Background: an optimization exercise with open tools, aiming at small area, a short achievable clock period and few clock cycles. Do not read the settings as production practice. At most, simulation tests tie the RTL to the original design; equivalence was not proved.

// SP_wocg
module SP_wocg(
	clk,
	rst_n,
	in_valid,
	in_data,
	in_mode,
	out_valid,
	out_data
);
input clk, rst_n, in_valid;
input [2:0] in_mode;
input [8:0] in_data;
output reg out_valid;
output reg [8:0] out_data;
integer k;
function [8:0] qadd;     
	input [8:0] x, y;
	reg [9:0] s, s2;
	begin
		s  = {2'b0, x[7:0]} + {2'b0, y[7:0]};
		s2 = {2'b0, x[7:0]} + {2'b0, y[7:0]} + 10'd258;   
		if (s2[9]) qadd = {~(x[8] ^ y[8]), s2[7:0]};
		else       qadd = {x[8] ^ y[8], s[7:0]};
	end
endfunction
function [8:0] qsub;     
	input [8:0] x, y;
	reg [8:0] d, d2;
	begin
		d  = {1'b0, x[7:0]} - {1'b0, y[7:0]};
		d2 = {1'b0, x[7:0]} - {1'b0, y[7:0]} + 9'd254;
		if (d[8]) qsub = {~(x[8] ^ y[8]), d2[7:0]};
		else      qsub = {x[8] ^ y[8], d[7:0]};
	end
endfunction
function [8:0] maddq;    
	input [8:0] x, y;
	input       n;
	reg [9:0] s, s1;
	begin
		s  = {1'b0, x} + {1'b0, y ^ {9{n}}} + {9'd0, n};    
		s1 = s + (n ? 10'd509 : 10'd3);                     
		maddq = (n ? ~s[9] : s1[9]) ? s1[8:0] : s[8:0];
	end
endfunction
  ...
Size: about 2,600 cells after synthesis, ~180 flip-flops, about 25 I/O pins.
Settings: LEC_CHECK=0, ABC_AREA=1, ABC_CLOCK_PERIOD_IN_PS=3500, CAP_MARGIN=20, CORE_MARGIN=2, CORE_UTILIZATION=40, SETUP_SLACK_MARGIN=4.0, SLEW_MARGIN=20, SYNTH_MEMORY_MAX_BITS=16384, TNS_END_PERCENT=5; clock period 8.0 ns.
run.sh (not shown) runs the stock make flow with config.mk's settings and CLKGATE_MAP_FILE= SYNTH_SCRIPT=/design/flow/synth_recipe.tcl, a recipe that flattens the netlist after the stock synthesis.
Rerun with:
--- a/flow/design.v
+++ b/flow/design.v
@@ -71,31 +71,31 @@
 	if (!rst_n) cnt <= 5'd0;
 	else        cnt <= cnt_n;
 end
 always @(posedge clk) if (start) mode <= in_mode;
 reg ph_nl;       
 reg ph_b;        
 reg ph_k;        
-reg k_first;     
+reg ph_ns;       
 reg ph_c;        
 reg ph_s;        
 reg ins;         
 reg ph_o;        
 reg first;       
 always @(posedge clk or negedge rst_n) begin
 	if (!rst_n) begin
 		ph_nl <= 1'b0; ph_b <= 1'b0; ph_k <= 1'b0;
-		ph_c <= 1'b0; ph_s <= 1'b0; ins <= 1'b0; k_first <= 1'b0;
+		ph_c <= 1'b0; ph_s <= 1'b0; ins <= 1'b0; ph_ns <= 1'b0;
 		ph_o <= 1'b0; first <= 1'b0;
 	end else begin
 		ph_nl <= (cnt_n >= 5'd2) && (cnt_n <= 5'd7);
-		first <= (cnt_n == 5'd2);
+		first <= (cnt_n == 5'd1);
+		ph_ns <= (cnt_n >= 5'd1) && (cnt_n <= 5'd6);
 		ph_b  <= (cnt_n >= 5'd3) && (cnt_n <= 5'd8);
 		ph_k  <= mode_n[1] && (cnt_n >= 5'd7) && (cnt_n <= 5'd12);
-		k_first <= (cnt_n == 5'd7);
 		ph_c  <= mode_n[1] && (cnt_n >= 5'd9) && (cnt_n <= 5'd14);
 		ph_s  <= !mode_n[1] && (cnt_n >= 5'd4) && (cnt_n <= 5'd9);
 		ins   <= mode_n[2] && (mode_n[1] ? (cnt_n >= 5'd10) && (cnt_n <= 5'd15)
 		                                 : (cnt_n >= 5'd4) && (cnt_n <= 5'd9));
 		ph_o  <= (cnt_n != 5'd0) && (cnt_n >= os);
 	end
 end
@@ -638,20 +638,18 @@
 	t_r  <= exp_t;
 	tq_r <= e_in[8];
 end
 wire [8:0] v_r = tq_r ? 9'd509 - t_r : t_r;
 reg [8:0] rs [0:5];      
 reg [8:0] rc [0:5];      
 reg       rv [0:5];      
-wire [8:0] ns_n = first ? e_in : qadd(ns, e_in);
-wire [8:0] ns_x = k_first ? ns_n : ns;
-wire [8:0] k_x = mode[0] ? ns_x : rc[0];
-wire [8:0] k_y = mode[0] ? rc[0] : ns_x;
+wire [8:0] k_x = mode[0] ? ns : rc[0];
+wire [8:0] k_y = mode[0] ? rc[0] : ns;
 always @(posedge clk) e_in <= ph_k ? qsub(k_x, k_y) : nl_a;
-always @(posedge clk) if (ph_nl) ns <= ns_n;
+always @(posedge clk) if (ph_ns) ns <= first ? nl_a : qadd(ns, nl_a);
 wire [8:0] bval = mode[0] ? v_r : rs[2];
 wire [8:0] s_y = (mode[0] | ph_c) ? t_r : rs[2];
 wire       s_n = (mode[0] | ph_c) & tq_r;
 reg  [5:0] gt;           
 always @(*) begin
 	for (k = 0; k < 6; k = k + 1)
 		gt[k] = (k == 3) || (rv[k] && (rc[3] < rc[k]));
What happened:
- global-route usage grows by 0.14 points
- clock-buffer cell count grows by 1
- register-to-register slack gains 0.18 ns
- die area shrinks by 1.8%
- wire length shrinks by 2.2%
- setup slack gains 0.11 ns
- cell area shrinks by 4.3%
- sequential share of layout area grows by 0.95 points
Testbench counts after the change, summed over its fixed seeds: cycles 6,708.
Function not checked in the first run of this note: the RTL went through the layout flow alone.

==> static timing again, ports no longer ideal <==
In the flow no input, the clock included, has a driving cell. The finished layouts below were timed again as built, in two steps.
Step 1 (the two cells are an assumption about what drives the block):
set clk [get_ports {clk}]
set_driving_cell -lib_cell sky130_fd_sc_hd__clkbuf_16 $clk
set_driving_cell -lib_cell sky130_fd_sc_hd__buf_2 [delete_from_list [all_inputs] $clk]
Step 2 moves the port delays by t, midway between the first and last clock arrival at a register: inputs arrive t later, outputs are due t later. That takes back most of the time a late clock gives input paths.
Three values: ideal ports, drivers, drivers and shift; two values: the first two.
run | shift t [ns] | slack for setup (ns) | hold slack, ns
the first run | 0.528 | 3.844 / 3.875 / 3.349 | 0.321 / 0.321 / 0.321
the second run | 0.509 | 3.956 / 3.988 / 3.479 | 0.324 / 0.324 / 0.324
After both steps every run listed still meets setup and hold. For the first run, which loses most, drivers alone change the setup slack by +0.031 ns; drivers and shift together by -0.495 ns.
